Context: an optimization exercise on an open-source flow, tuned for small area and a short achievable clock period. The choices shown serve that exercise and are no tape-out recipe. RTL that was checked went through simulation tests only; none was proved equivalent to the original. Power is estimated from default activity; no workload was simulated.

v6:
// alu_top
module alu_top(
    input clk,
    input [7:0] a_in, b_in,
    input [3:0] command_in,
    input oe,
    output reg [15:0] d_out
    );
    reg [7:0] a_q, b_q;
    reg [3:0] cmd_q;
    reg       oe_q;
    reg [1:0] m1_q;
    wire [1:0] m1;
    wire [15:0] y;
    div8_s1 u_s1(.a(a_in[7:6]), .b(b_in), .m(m1));
    always @(posedge clk) begin
        a_q   <= a_in;
        b_q   <= b_in;
        cmd_q <= command_in;
        oe_q  <= oe;
        m1_q  <= m1;
        d_out <= y;
    end
    alu u_alu(.a_in(a_q), .b_in(b_q), .command_in(cmd_q), .oe(oe_q), .div_m1(m1_q), .d_out(y));
endmodule
For scale: roughly 39 flip-flops, roughly 38 I/O pins, about 6200 um^2 of cells after synthesis.
==> module div8_s1, before the edit <==
module div8_s1(input [1:0] a, input [7:0] b, output [1:0] m);
  wire [1:0] r1 = a;
  wire [1:0] t3 = {b[0], b[0]};
  wire [2:0] s11 = {1'b0, r1} - {1'b0, b[1:0]};
  wire g11 = ~s11[2] & (b < 8'd4);
  wire [2:0] s12 = {1'b0, r1} - {1'b0, {b[0:0], 1'b0}};
  wire g12 = ~s12[2] & (b < 8'd2);
  wire [2:0] s13 = {1'b0, r1} - {1'b0, t3};
  wire g13 = ~s13[2] & (b <= 8'd1);
  assign m = g13 ? s13[1:0] : g12 ? s12[1:0] : g11 ? s11[1:0] : r1;
endmodule
==> module div8, before the edit <==
module div8(input [7:0] a, input [7:0] b, input [1:0] m1, output [7:0] q);
  wire bz = ~|b;
  wire [7:0] qq;
  assign q = qq & {8{~bz}};
  wire [1:0] t3_1 = {b[0], b[0]};
  wire [2:0] s11 = {1'b0, a[7:6]} - {1'b0, b[1:0]};
  wire g11 = ~s11[2] & (b < 8'd4);
  wire [2:0] s12 = {1'b0, a[7:6]} - {1'b0, {b[0:0], 1'b0}};
  wire g12 = ~s12[2] & (b < 8'd2);
  wire [2:0] s13 = {1'b0, a[7:6]} - {1'b0, t3_1};
  wire g13 = ~s13[2] & (b <= 8'd1);
  assign qq[7] = g12;
  assign qq[6] = g13 | (g11 & ~g12);
  wire [9:0] b3 = {2'b00, b} + {1'b0, b, 1'b0};
  wire [3:0] r2 = {m1, a[5:4]};
  wire [4:0] t3_2_w = {2'd0, b[2:0]} + {1'd0, b[2:0], 1'b0};
  wire [3:0] t3_2 = t3_2_w[3:0];
  wire [4:0] s21 = {1'b0, r2} - {1'b0, b[3:0]};
  wire g21 = ~s21[4] & (b < 8'd16);
  wire [4:0] s22 = {1'b0, r2} - {1'b0, {b[2:0], 1'b0}};
  wire g22 = ~s22[4] & (b < 8'd8);
  wire [4:0] s23 = {1'b0, r2} - {1'b0, t3_2};
  wire g23 = ~s23[4] & (b <= 8'd5);
  assign qq[5] = g22;
  assign qq[4] = g23 | (g21 & ~g22);
  wire [3:0] m2 = g23 ? s23[3:0] : g22 ? s22[3:0] : g21 ? s21[3:0] : r2;
  wire [5:0] r3 = {m2, a[3:2]};
  wire [6:0] t3_3_w = {2'd0, b[4:0]} + {1'd0, b[4:0], 1'b0};
  wire [5:0] t3_3 = t3_3_w[5:0];
  wire [6:0] s31 = {1'b0, r3} - {1'b0, b[5:0]};
  wire g31 = ~s31[6] & (b < 8'd64);
  wire [6:0] s32 = {1'b0, r3} - {1'b0, {b[4:0], 1'b0}};
  wire g32 = ~s32[6] & (b < 8'd32);
  wire [6:0] s33 = {1'b0, r3} - {1'b0, t3_3};
  wire g33 = ~s33[6] & (b <= 8'd21);
  assign qq[3] = g32;
  assign qq[2] = g33 | (g31 & ~g32);
  wire [5:0] m3 = g33 ? s33[5:0] : g32 ? s32[5:0] : g31 ? s31[5:0] : r3;
  wire [7:0] r4 = {m3, a[1:0]};
  wire [8:0] s41 = {1'b0, r4} - {1'b0, b[7:0]};
  wire g41 = ~s41[8] & 1'b1;
  wire [8:0] s42 = {1'b0, r4} - {1'b0, {b[6:0], 1'b0}};
  wire g42 = ~s42[8] & (b < 8'd128);
  wire [8:0] s43 = {1'b0, r4} - {1'b0, b3[7:0]};
  wire g43 = ~s43[8] & (b <= 8'd85);
  assign qq[1] = g42;
  assign qq[0] = g43 | (g41 & ~g42);
endmodule
clock: 30.0 ns
lec_check: 0
cap_margin: 20
core_margin: 2
core_utilization: 60
slew_margin: 20
run.sh (not shown) runs the stock make flow with config.mk's settings and CLKGATE_MAP_FILE= SYNTH_SCRIPT=/design/flow/synth_recipe.tcl, a recipe that flattens the netlist after the stock synthesis.
Relative to v6, the following input files were edited for v7:
-- flow/design.v --
<<< v6, line 175
endmodule
module div8_s1(input [1:0] a, input [7:0] b, output [1:0] m);
  wire [1:0] r1 = a;
  wire [1:0] t3 = {b[0], b[0]};
  wire [2:0] s11 = {1'b0, r1} - {1'b0, b[1:0]};
  wire g11 = ~s11[2] & (b < 8'd4);
  wire [2:0] s12 = {1'b0, r1} - {1'b0, {b[0:0], 1'b0}};
  wire g12 = ~s12[2] & (b < 8'd2);
  wire [2:0] s13 = {1'b0, r1} - {1'b0, t3};
  wire g13 = ~s13[2] & (b <= 8'd1);
  assign m = g13 ? s13[1:0] : g12 ? s12[1:0] : g11 ? s11[1:0] : r1;
endmodule
module div8(input [7:0] a, input [7:0] b, input [1:0] m1, output [7:0] q);
>>> v7, line 175
endmodule
module div8_s1(input [1:0] a, input [7:0] b, output [1:0] m);
  wire bsm = ~|b[7:2];
  assign m[1] = a[1] & (~bsm | (~b[1] & ~b[0]) | (b[1] & b[0] & ~a[0]));
  assign m[0] = a[0] & (~bsm | ~b[0] | (b[1] & ~a[1]));
endmodule
module div8(input [7:0] a, input [7:0] b, input [1:0] m1, output [7:0] q);
<<< v6, line 200
  wire [9:0] b3 = {2'b00, b} + {1'b0, b, 1'b0};
  wire [3:0] r2 = {m1, a[5:4]};
  wire [4:0] t3_2_w = {2'd0, b[2:0]} + {1'd0, b[2:0], 1'b0};
  wire [3:0] t3_2 = t3_2_w[3:0];
  wire [4:0] s21 = {1'b0, r2} - {1'b0, b[3:0]};
  wire g21 = ~s21[4] & (b < 8'd16);
>>> v7, line 194
  wire [9:0] b3 = {2'b00, b} + {1'b0, b, 1'b0};
  wire [3:0] r2 = {m1, a[5:4]};
  wire [3:0] t3_2 = {b[2] | (b[1] & b[0]), b[2] | (b[1] & ~b[0]), b[1] ^ b[0], b[0]};
  wire [4:0] s21 = {1'b0, r2} - {1'b0, b[3:0]};
  wire g21 = ~s21[4] & (b < 8'd16);
<<< v6, line 212
  wire [3:0] m2 = g23 ? s23[3:0] : g22 ? s22[3:0] : g21 ? s21[3:0] : r2;
  wire [5:0] r3 = {m2, a[3:2]};
  wire [6:0] t3_3_w = {2'd0, b[4:0]} + {1'd0, b[4:0], 1'b0};
  wire [5:0] t3_3 = t3_3_w[5:0];
  wire [6:0] s31 = {1'b0, r3} - {1'b0, b[5:0]};
  wire g31 = ~s31[6] & (b < 8'd64);
  wire [6:0] s32 = {1'b0, r3} - {1'b0, {b[4:0], 1'b0}};
  wire g32 = ~s32[6] & (b < 8'd32);
  wire [6:0] s33 = {1'b0, r3} - {1'b0, t3_3};
  wire g33 = ~s33[6] & (b <= 8'd21);
  assign qq[3] = g32;
>>> v7, line 205
  wire [3:0] m2 = g23 ? s23[3:0] : g22 ? s22[3:0] : g21 ? s21[3:0] : r2;
  wire [5:0] r3 = {m2, a[3:2]};
  wire [6:0] s31 = {1'b0, r3} - {1'b0, b[5:0]};
  wire g31 = ~s31[6] & (b < 8'd64);
  wire [6:0] s32 = {1'b0, r3} - {1'b0, {b[4:0], 1'b0}};
  wire g32 = ~s32[6] & (b < 8'd32);
  wire [6:0] s33 = {1'b0, r3} - {1'b0, b3[5:0]};
  wire g33 = ~s33[6] & (b <= 8'd21);
  assign qq[3] = g32;
Findings:
Diff v6 -> v7 | power attributed to the clock group | increase of 24%
v7 vs v6: cell count after placement up in v7
The lower fraction of met3 tracks used by global routing came out of v6.
Of v6 and v7, v6 shows the lower net count of the finished layout, with v7 above it.
Min wire length the detailed router placed on met1 across v6 and v7: v6
When v7 is set beside v6, its maximum clock frequency turns out to be about 6% larger.
Comparing pin count of the biggest net entering global routing for v6 and v7, the bigger number came from v6.
Function not checked in v6: the RTL went through the layout flow alone.


Another version of the RTL of alu_top (not shown whole).
For scale: about 660 cells after synthesis, about 39 flip-flops, ~5800 um^2 of cells after synthesis.
==> module alu, before the edit <==
module alu(
    input [7:0] a_in, b_in,       
    input [3:0] command_in,       
    input oe,                     
    input [1:0] div_m1,           
    output [15:0] d_out           
    );
    wire [7:0] a = a_in;
    wire [7:0] b = b_in;
    wire [3:0] c = command_in;
    wire sub = c[0];
    wire [7:0] bb = b ^ {8{sub}};
    wire [8:0] cy;
    wire [7:0] s;
    assign cy[0] = sub;
    genvar i;
    generate
        for (i = 0; i < 8; i = i + 1) begin : g_add
            assign s[i] = a[i] ^ bb[i] ^ cy[i];
            assign cy[i+1] = (a[i] & bb[i]) | (a[i] & cy[i]) | (bb[i] & cy[i]);
        end
    endgenerate
    wire [15:0] r_mul;
    mul8 u_mul(.a(a), .b(b), .p(r_mul));
    wire [7:0] r_div;
    div8 u_div(.a(a), .b(b), .m1(div_m1), .q(r_div));
    wire [7:0] x  = a ^ b;
    wire [7:0] an = a & b;
    wire [7:0] nr = ~(a | b);
    wire eq = ~|x;
    wire [15:0] dc;
    generate
        for (i = 0; i < 16; i = i + 1) begin : g_dc
            assign dc[i] = oe & (c == i);
        end
    endgenerate
    wire sA  = dc[0] | dc[1];                       
    wire sL  = dc[4] | dc[6];                       
    wire sR  = dc[5] | dc[7];                       
    wire tA  = dc[8] | dc[9] | dc[13];              
    wire tX  = dc[9] | dc[10] | dc[12];             
    wire tN  = dc[11] | dc[12] | dc[13];            
    wire hiK = dc[11] | dc[12] | dc[13] | (dc[1] & ~cy[8]);   
    wire [7:0] lg = (an & {8{tA}}) | (x & {8{tX}}) | (nr & {8{tN}});
    wire [7:0] sl = {a[6:0], a[7] & dc[6]};         
    wire [7:0] sr = {a[0] & dc[7], a[7:1]};         
    wire [7:0] lo = (s & {8{sA}}) | (r_mul[7:0] & {8{dc[2]}}) | (r_div & {8{dc[3]}})
                  | (sl & {8{sL}}) | (sr & {8{sR}}) | lg;
    wire b8 = hiK | (dc[0] & cy[8]) | (dc[2] & r_mul[8]) | (dc[4] & a[7]);
    wire [6:0] hi = {7{hiK}} | (r_mul[15:9] & {7{dc[2]}});
    assign d_out = {hi, b8, lo[7:1], lo[0] | (dc[14] & eq) | (dc[15] & ~eq)};
endmodule
clock: 30.0 ns
lec_check: 0
cap_margin: 20
core_margin: 2
core_utilization: 60
slew_margin: 20
standard.sh (not shown) runs the stock make flow with config.mk's settings and CLKGATE_MAP_FILE= SYNTH_SCRIPT=/design/flow/synth_recipe.tcl, a recipe that flattens the netlist after the stock synthesis.
==> flow/flow/run.sh <==
#!/bin/bash
# The standard layout, with plain buffers (buf_2) on the ports in place of the
# delay buffers buffer_ports picks by default.  Every tool's output goes to
# make.log here; ORFS also keeps each step's log under orfs/logs/.
set -euo pipefail
export BUFFER_PORTS_ARGS="-buffer_cell sky130_fd_sc_hd__buf_2"
bash standard.sh > make.log 2>&1
Next try:
--- a/flow/design.v
+++ b/flow/design.v
@@ -243,39 +243,40 @@
         for (i = 0; i < 8; i = i + 1) begin : g_add
             assign s[i] = a[i] ^ bb[i] ^ cy[i];
             assign cy[i+1] = (a[i] & bb[i]) | (a[i] & cy[i]) | (bb[i] & cy[i]);
         end
     endgenerate
+    wire [15:0] r_addsub = sub ? {{8{~cy[8]}}, s} : {7'd0, cy[8], s};
     wire [15:0] r_mul;
     mul8 u_mul(.a(a), .b(b), .p(r_mul));
     wire [7:0] r_div;
     div8 u_div(.a(a), .b(b), .m1(div_m1), .q(r_div));
     wire [7:0] x  = a ^ b;
     wire [7:0] an = a & b;
-    wire [7:0] nr = ~(a | b);
+    wire [7:0] o  = a | b;
     wire eq = ~|x;
-    wire [15:0] dc;
-    generate
-        for (i = 0; i < 16; i = i + 1) begin : g_dc
-            assign dc[i] = oe & (c == i);
-        end
-    endgenerate
-    wire sA  = dc[0] | dc[1];                       
-    wire sL  = dc[4] | dc[6];                       
-    wire sR  = dc[5] | dc[7];                       
-    wire tA  = dc[8] | dc[9] | dc[13];              
-    wire tX  = dc[9] | dc[10] | dc[12];             
-    wire tN  = dc[11] | dc[12] | dc[13];            
-    wire hiK = dc[11] | dc[12] | dc[13] | (dc[1] & ~cy[8]);   
-    wire [7:0] lg = (an & {8{tA}}) | (x & {8{tX}}) | (nr & {8{tN}});
-    wire [7:0] sl = {a[6:0], a[7] & dc[6]};         
-    wire [7:0] sr = {a[0] & dc[7], a[7:1]};         
-    wire [7:0] lo = (s & {8{sA}}) | (r_mul[7:0] & {8{dc[2]}}) | (r_div & {8{dc[3]}})
-                  | (sl & {8{sL}}) | (sr & {8{sR}}) | lg;
-    wire b8 = hiK | (dc[0] & cy[8]) | (dc[2] & r_mul[8]) | (dc[4] & a[7]);
-    wire [6:0] hi = {7{hiK}} | (r_mul[15:9] & {7{dc[2]}});
-    assign d_out = {hi, b8, lo[7:1], lo[0] | (dc[14] & eq) | (dc[15] & ~eq)};
+    reg [15:0] y;
+    always @(*) begin
+        case (c)
+            4'd0, 4'd1: y = r_addsub;
+            4'd2:  y = r_mul;
+            4'd3:  y = {8'd0, r_div};
+            4'd4:  y = {7'd0, a, 1'b0};
+            4'd5:  y = {9'd0, a[7:1]};
+            4'd6:  y = {8'd0, a[6:0], a[7]};
+            4'd7:  y = {8'd0, a[0], a[7:1]};
+            4'd8:  y = {8'd0, an};
+            4'd9:  y = {8'd0, o};
+            4'd10: y = {8'd0, x};
+            4'd11: y = {8'hFF, ~o};
+            4'd12: y = {8'hFF, ~an};
+            4'd13: y = {8'hFF, ~x};
+            4'd14: y = {15'd0, eq};
+            default: y = {15'd0, ~eq};
+        endcase
+    end
+    assign d_out = oe ? y : 16'd0;
 endmodule
 module alu_top(
     input clk,
     input [7:0] a_in, b_in,
     input [3:0] command_in,
Outcome: The new run finished with timing, DRC and antenna clean. Area after synthesis is higher by 8.3%. Via count came out higher by 12%. Critical path depth is unchanged. Worst setup slack is worse by 6.3 ps. Worst hold slack gets worse by 43 ps. Sequential share of layout area is lower by 0.88 points. Combinational power went up by about 10%. Clock skew is about the same. Flip-flop and latch count stays the same. Cell area is higher by 7.6%. Fmax stays flat. Wire length is higher by 20%. Non-clock buffer count goes up by 5.

==> what the ideal ports hide <==
Ports are ideal in the flow. The routed layouts listed here were re-timed in OpenROAD. Step 1 assumes that a clkbuf_16 drives the clock port and a buf_2 every other input. Step 2 also shifts input and output timing later by t, the mid clock arrival at the registers, as if the neighbouring blocks saw the same clock. a / b / c = ideal ports / drivers / drivers and shift; a / b = the first two.
run	t (ns)	slack for setup (ns)	worst register clock-pin slew, ns
v6	0.344	22.398 / 22.412 / 22.068	0.09 / 0.09
v7	0.356	22.814 / 22.776 / 22.750	0.08 / 0.08
the first run of note 2	0.337	23.252 / 23.218 / 23.095	0.08 / 0.08
the second run of note 2	0.351	23.246 / 23.211 / 23.089	0.09 / 0.09
After both steps every run listed still meets setup and hold. For v6, which loses most, drivers alone change the setup slack by +0.014 ns; drivers and shift together by -0.330 ns.
